Context: an optimization exercise on an open-source flow, tuned for small area. The choices shown serve that exercise and are no tape-out recipe.
In this exercise RTL edits were held to simulation tests only and were not proved equivalent to the original.
The clock port is modelled as an ideal driver, which makes a skipped or thinned clock tree look cheaper than it is; a real chip needs a root buffer or a tree.
Power figures rest on the tool's default switching activity, not on a simulated workload.

// spimaster_top
module spimaster_top (
    input  wire       clk,
    input  wire       rst_btn,
    input  wire [1:0] mode_sw,
    input  wire       start_btn,
    input  wire [3:0] clk_div_sw,
    input  wire [7:0] data_sw,
    output wire       led_busy,
    output wire [1:0] led_mode,
    output wire       spi_cs_n,
    output wire       spi_sclk,
    output wire       spi_mosi
);
For scale: about 330 cells after synthesis, about 83 flip-flops, ~23 I/O pins.
clock: 10.0 ns
lec_check: 0
cap_margin: 20
core_margin: 2
core_utilization: 60
slew_margin: 20
standard.sh (not shown) runs the stock make flow with config.mk's settings and CLKGATE_MAP_FILE= SYNTH_SCRIPT=/design/flow/synth_recipe.tcl, a recipe that flattens the netlist after the stock synthesis.
==> flow/flow/run.sh <==
#!/bin/bash
# Own layout flow: the standard layout (standard.sh) with these changes:
#  - clock tree: built by flow/pre_cts.tcl in place of TritonCTS: the clock
#    port drives one root clkbuf_2, which drives a few clkbuf_8, each feeding
#    a group of nearby flip-flops (a balanced two-level tree); the rest of
#    ORFS's CTS step (legalisation, timing repair) runs unchanged;
set -euo pipefail
W=$(pwd)
export MY_ABC_SCRIPT="$W/flow/area.abc"
export PRE_CTS_TCL="$W/flow/pre_cts.tcl"
bash standard.sh SYNTH_SCRIPT="$W/flow/area_synth.tcl" ADDER_MAP_FILE= finish > "$W/standard_make.log" 2>&1
==> flow/flow/area.abc <==
strash
&get -n
&deepsyn -I 4 -J 50
&dch -f
&nf -a -R 1000 -C 32 -F 8 -A 8
&put
topo
==> flow/flow/pre_cts.tcl <==
# PRE_CTS hook: build the clock tree by hand and make the CTS call in ORFS's
# cts.tcl a no-op; the rest of cts.tcl (legalisation, timing repair) runs as
# usual. The clock port drives one root buffer (clkbuf_2), which drives K
# leaf buffers (clkbuf_8), one per group of about 17 flip-flops; the groups
# come from recursive bisection of the flip-flops' positions, and each leaf
# buffer starts at its group's centroid, the root at the leaves' centroid.

proc manual_cts_bisect {pts k} {
  if {$k <= 1} { return [list $pts] }
  set xs [lsort -integer -index 1 $pts]
  set ys [lsort -integer -index 2 $pts]
  set w [expr {[lindex $xs end 1] - [lindex $xs 0 1]}]
  set h [expr {[lindex $ys end 2] - [lindex $ys 0 2]}]
  set s [expr {$w >= $h ? $xs : $ys}]
  set k1 [expr {$k / 2}]
  set k2 [expr {$k - $k1}]
  set n [llength $s]
  set m [expr {($n * $k1) / $k}]
  return [concat [manual_cts_bisect [lrange $s 0 [expr {$m - 1}]] $k1] \
                 [manual_cts_bisect [lrange $s $m end] $k2]]
}

proc manual_cts {rootmaster bufmaster per_buf} {
  set block [ord::get_db_block]
  set clknet [$block findNet clk]
  set sinks {}
  foreach it [$clknet getITerms] {
    if {[$it isInputSignal]} {
      set bb [[$it getInst] getBBox]
      lappend sinks [list $it [expr {([$bb xMin] + [$bb xMax]) / 2}] [expr {([$bb yMin] + [$bb yMax]) / 2}]]
    }
  }
  set n [llength $sinks]
  set k [expr {($n + $per_buf - 1) / $per_buf}]
  if {$k > 4 * 64} { error "manual_cts: too many sinks" }
  set master [[ord::get_db] findMaster $bufmaster]
  # root buffer: the clock port drives only this one cell
  set root [odb::dbInst_create $block [[ord::get_db] findMaster $rootmaster] "clkbuf_manual_root"]
  set rootnet [odb::dbNet_create $block "clknet_manual_root"]
  $rootnet setSigType CLOCK
  [$root findITerm A] connect $clknet
  [$root findITerm X] connect $rootnet
  set rx 0
  set ry 0
  set gi 0
  foreach grp [manual_cts_bisect $sinks $k] {
    set sx 0
    set sy 0
    foreach s $grp {
      incr sx [lindex $s 1]
      incr sy [lindex $s 2]
    }
    set inst [odb::dbInst_create $block $master "clkbuf_manual_$gi"]
    set net [odb::dbNet_create $block "clknet_manual_$gi"]
    $net setSigType CLOCK
    set cx [expr {$sx / [llength $grp]}]
    set cy [expr {$sy / [llength $grp]}]
    incr rx $cx
    incr ry $cy
    $inst setLocation $cx $cy
    $inst setPlacementStatus PLACED
    [$inst findITerm A] connect $rootnet
    [$inst findITerm X] connect $net
    foreach s $grp {
      set it [lindex $s 0]
      $it disconnect
      $it connect $net
    }
    puts "manual_cts: clkbuf_manual_$gi drives [llength $grp] clock pins"
    incr gi
  }
  $root setLocation [expr {$rx / $gi}] [expr {$ry / $gi}]
  $root setPlacementStatus PLACED
}

manual_cts sky130_fd_sc_hd__clkbuf_2 sky130_fd_sc_hd__clkbuf_8 17
proc clock_tree_synthesis {args} { puts "clock_tree_synthesis skipped: clock tree built by pre_cts.tcl" }
set_propagated_clock [all_clocks]
Other scripts of this flow, unchanged in this note and not shown: flow/flow/area_synth.tcl
Rerun with:
--- a/flow/flow/run.sh
+++ b/flow/flow/run.sh
@@ -6,0 +7,2 @@
+#  - port buffers: sky130_fd_sc_hd__buf_1 (flow/port_args.txt).
+# Each tool's output is in orfs/logs/; make's own output in standard_make.log.
@@ -10,0 +13 @@
+export BUFFER_PORTS_ARGS="$(cat "$W/flow/port_args.txt")"
==> flow/flow/port_args.txt (new file) <==
-buffer_cell sky130_fd_sc_hd__buf_1
The new run completed with no timing, DRC or antenna violations.
Worst setup slack gets better by 0.75 ns.
Total power falls slightly.
First-iteration DRC count goes up by well over a third.
Design area decreases by a few percent.
Fmax came out higher by about a fifth.
Area after synthesis does not change.
Routed wire length came out lower by a few percent.
Core utilization falls by 2.7 points.
Die area is unchanged.
Global-route usage went down by 0.53 points.
Rerun with:
--- a/flow/flow/run.sh
+++ b/flow/flow/run.sh
@@ -3,4 +3,4 @@
-#  - clock tree: built by flow/pre_cts.tcl in place of TritonCTS: the clock
-#    port drives one root clkbuf_2, which drives a few clkbuf_8, each feeding
-#    a group of nearby flip-flops (a balanced two-level tree); the rest of
-#    ORFS's CTS step (legalisation, timing repair) runs unchanged;
+#  - clock tree: built by flow/pre_cts.tcl (the clock port drives a few
+#    clkbuf_8, each feeding a group of nearby flip-flops) in place of
+#    TritonCTS; the rest of ORFS's CTS step (legalisation, timing repair)
+#    runs unchanged;
--- a/flow/flow/pre_cts.tcl
+++ b/flow/flow/pre_cts.tcl
@@ -3,2 +3,2 @@
-# usual. The clock port drives one root buffer (clkbuf_2), which drives K
-# leaf buffers (clkbuf_8), one per group of about 17 flip-flops; the groups
+# usual. The clock port drives one root buffer (clkbuf_4), which drives K
+# leaf buffers (clkbuf_8), one per group of about 14 flip-flops; the groups
@@ -76 +76 @@
-manual_cts sky130_fd_sc_hd__clkbuf_2 sky130_fd_sc_hd__clkbuf_8 17
+manual_cts sky130_fd_sc_hd__clkbuf_4 sky130_fd_sc_hd__clkbuf_8 14
Settings changed: CORE_UTILIZATION 60 to 40.
The changed run finished with timing, DRC and antenna clean.
Wire length went up by 8.3%.
Power went up by 2.5%.
Synthesized cell count does not change.
Area after synthesis is unchanged.
Flip-flop and latch count does not change.
Final cell count went up by 7.9%.
Die area went up by 47%.
Rerun with:
==> flow/flow/area.abc (replaced) <==
strash
&get -n
&deepsyn -I 20 -J 100
&dch -f
&nf -a -R 1000 -C 32 -F 8 -A 8
&put
topo
--- a/flow/flow/pre_cts.tcl
+++ b/flow/flow/pre_cts.tcl
@@ -3,2 +3,2 @@
-# usual. The clock port drives one root buffer (clkbuf_4), which drives K
-# leaf buffers (clkbuf_8), one per group of about 14 flip-flops; the groups
+# usual. The clock port drives one root buffer (clkbuf_2), which drives K
+# leaf buffers (clkbuf_8), one per group of about 17 flip-flops; the groups
@@ -76 +76 @@
-manual_cts sky130_fd_sc_hd__clkbuf_4 sky130_fd_sc_hd__clkbuf_8 14
+manual_cts sky130_fd_sc_hd__clkbuf_2 sky130_fd_sc_hd__clkbuf_8 17
Settings changed: CORE_UTILIZATION 40 to 60.
Wire length went down by 6.9%.
Cell count shrinks by 5.4%.
Clock skew barely changes.
Cell area shrinks by 1.7%.
First-iteration DRC count goes up by 120%.
Hold slack is worse by 0.043 ns.
Maximum frequency goes down by 2.8%.
In every run of this note, the design's own scripts or RTL, not TritonCTS, make the clock network.


== job 1550 ==
spimaster_top, a different RTL version from the one above (not shown whole).
Size in the first run: roughly 380 cells after synthesis, about 0.0035 mm² of cells after synthesis.
Design spimaster_top, start of the top module:
module spimaster_top (
    input  wire       clk,
    input  wire       rst_btn,
    input  wire [1:0] mode_sw,
    input  wire       start_btn,
    input  wire [3:0] clk_div_sw,
    input  wire [7:0] data_sw,
    output wire       led_busy,
    output wire [1:0] led_mode,
    output wire       spi_cs_n,
    output wire       spi_sclk,
    output wire       spi_mosi
);
export LEC_CHECK = 0
export CAP_MARGIN = 20
export CORE_MARGIN = 2
export CORE_UTILIZATION = 40
export SLEW_MARGIN = 20
create_clock -name core_clock -period 10.0 [get_ports {clk}]
==> flow/flow/run.sh <==
#!/bin/bash
# Own layout flow: the standard layout (standard.sh) with these changes:
#  - clock tree: large sink clusters and no dummy loads (flow/cts_args.txt).
# Each tool's output is in orfs/logs/; make's own output in standard_make.log.
set -euo pipefail
W=$(pwd)
export MY_ABC_SCRIPT="$W/flow/area.abc"
export CTS_ARGS="$(cat "$W/flow/cts_args.txt")"
if [[ -f "$W/flow/port_args.txt" ]]; then
  export BUFFER_PORTS_ARGS="$(cat "$W/flow/port_args.txt")"
fi
bash standard.sh SYNTH_SCRIPT="$W/flow/area_synth.tcl" finish > "$W/standard_make.log" 2>&1
==> flow/flow/area.abc <==
strash
&get -n
&deepsyn -I 4 -J 50
&put
dch -f
amap
topo
==> flow/flow/area_synth.tcl <==
# synth_recipe.tcl, with ABC run on flow/area.abc (no delay target) instead of
# the script and -D ORFS's synth.tcl passes it.
proc abc {args} {
  set new {}
  set skip 0
  foreach a $args {
    if {$skip} { set skip 0; continue }
    if {$a eq "-script" || $a eq "-D"} { set skip 1; continue }
    lappend new $a
  }
  yosys abc -script $::env(MY_ABC_SCRIPT) {*}$new
}
source [file join [file dirname [file normalize [info script]]] .. synth_recipe.tcl]
==> flow/flow/cts_args.txt <==
-sink_clustering_enable -repair_clock_nets -dont_use_dummy_load -sink_clustering_size 100 -sink_clustering_max_diameter 500 -buf_list {sky130_fd_sc_hd__clkbuf_8 sky130_fd_sc_hd__clkbuf_16}
==> flow/flow/port_args.txt <==
-buffer_cell sky130_fd_sc_hd__buf_1
Job 1550: flow completed, timing, DRC and antenna clean
Input changes introduced in job 6865 (baseline for comparison: job 1550):
-- flow/flow/run.sh --
<<< job 1550, line 3
#  - clock tree: large sink clusters and no dummy loads (flow/cts_args.txt).
>>> job 6865, line 3
#  - synthesis: no adder cells (ADDER_MAP_FILE empty), so ABC also maps the
#    adders and comparators;
#  - clock tree: no dummy loads (flow/cts_args.txt);
#  - port buffers: sky130_fd_sc_hd__buf_1 (flow/port_args.txt).
<<< job 1550, line 12
bash standard.sh SYNTH_SCRIPT="$W/flow/area_synth.tcl" finish > "$W/standard_make.log" 2>&1
>>> job 6865, line 15
bash standard.sh SYNTH_SCRIPT="$W/flow/area_synth.tcl" ADDER_MAP_FILE= finish > "$W/standard_make.log" 2>&1
==> flow/flow/area.abc <==
strash
&get -n
&deepsyn -I 20 -J 100
&put
dch -f
amap
topo
==> run notes <==
Summary of job 6865 over job 1550: adder-cell share of the synthesized area moved down; maximum frequency moved down.
Summary — starting density of the core, job 6865 relative to job 1550: lower, by 0.37 points.
Between job 1550 and job 6865, the maximum resistive drop on vdd figures differ only marginally.
When the final numbers for job 1550 and job 6865 were put side by side, the via density per instance turned out to be smaller in job 1550.
Between job 1550 and job 6865, the total wire length is lower for job 1550.
Of the two values seen for termination of the worst setup path, led_mode[0] was produced by job 1550 and spi_inst.sr[7]$_DFFE_PP_ by job 6865.
Slowest cell on the critical path: nor2_1 -> job 6865, buf_1 -> job 1550
Here is what was changed in the inputs of job 3984 compared with job 6865.
==> flow/flow/run.sh <==
#!/bin/bash
# Own layout flow: the standard layout (standard.sh) with these changes:
#  - clock tree: large sink clusters and no dummy loads (flow/cts_args.txt).
# Each tool's output is in orfs/logs/; make's own output in standard_make.log.
set -euo pipefail
W=$(pwd)
export MY_ABC_SCRIPT="$W/flow/area.abc"
export CTS_ARGS="$(cat "$W/flow/cts_args.txt")"
if [[ -f "$W/flow/port_args.txt" ]]; then
  export BUFFER_PORTS_ARGS="$(cat "$W/flow/port_args.txt")"
fi
bash standard.sh SYNTH_SCRIPT="$W/flow/area_synth.tcl" finish > "$W/standard_make.log" 2>&1
## What came out
The final critical-path share of the clock period of job 3984 falls short of that of job 6865 by 3.1 points.
Against job 6865, the final cell area of job 3984 is higher.
Relative to job 6865, the distinct cell type count after synthesis measured on job 3984 has decreased by a few percent.
Met1 layer usage reported by global route in job 3984 vs job 6865: down 0.33 points
[diff] worst max-slew margin expressed relative to the limit, job 3984 relative to job 6865: improvement
Re area used by multi-input combinational logic: job 3984 is 170 µm² up on job 6865.
In the final design statistics, job 3984 uses more standard cells in total than job 6865.
Taking job 3984 over job 6865, the overall die area ratio works out to 1.06.
Looking at proportion of power drawn by the clock network, job 3984 sits 1.6 points below job 6865.
From job 6865 to job 3984 the numbers moved as follows: detailed-placement wirelength estimate fell about 5.4%, flip-flop and latch count after synthesis about even.

## what the ideal ports hide
The results above use ideal ports. As a check the final layouts listed here were re-extracted and re-timed, cells and wires unchanged.
Step 1: set_driving_cell puts a clkbuf_16 on clk and a buf_2 on each other input, an assumption about the parent block.
Step 2 moves the port delays by t, midway between the first and last clock arrival at a register: inputs arrive t later, outputs are due t later. That takes back most of the time a late clock gives input paths.
a / b / c = ideal ports / drivers / drivers and shift; a / b = the first two.
run	shift t [ns]	setup WS [ns]	latest minus earliest clock arrival (ns)	worst register clock-pin slew, ns
the first run of note 1	0.483	4.805 / 4.763 / 4.763	0.017 / 0.017	0.11 / 0.11
the second run of note 1	0.483	5.553 / 5.514 / 5.142	0.018 / 0.018	0.11 / 0.11
the third run of note 1	0.417	5.565 / 5.522 / 5.458	0.014 / 0.015	0.09 / 0.09
the fourth run of note 1	0.475	5.437 / 5.440 / 4.965	0.014 / 0.014	0.10 / 0.10
job 1550	0.367	5.498 / 5.476 / 5.476	0.021 / 0.021	0.08 / 0.08
job 6865	0.357	5.253 / 5.260 / 4.902	0.023 / 0.023	0.08 / 0.08
job 3984	0.368	5.565 / 5.540 / 5.540	0.014 / 0.015	0.07 / 0.07
After both steps every run listed still meets setup and hold. For the fourth run of note 1, which loses most, drivers alone change the setup slack by +0.003 ns; drivers and shift together by -0.472 ns.
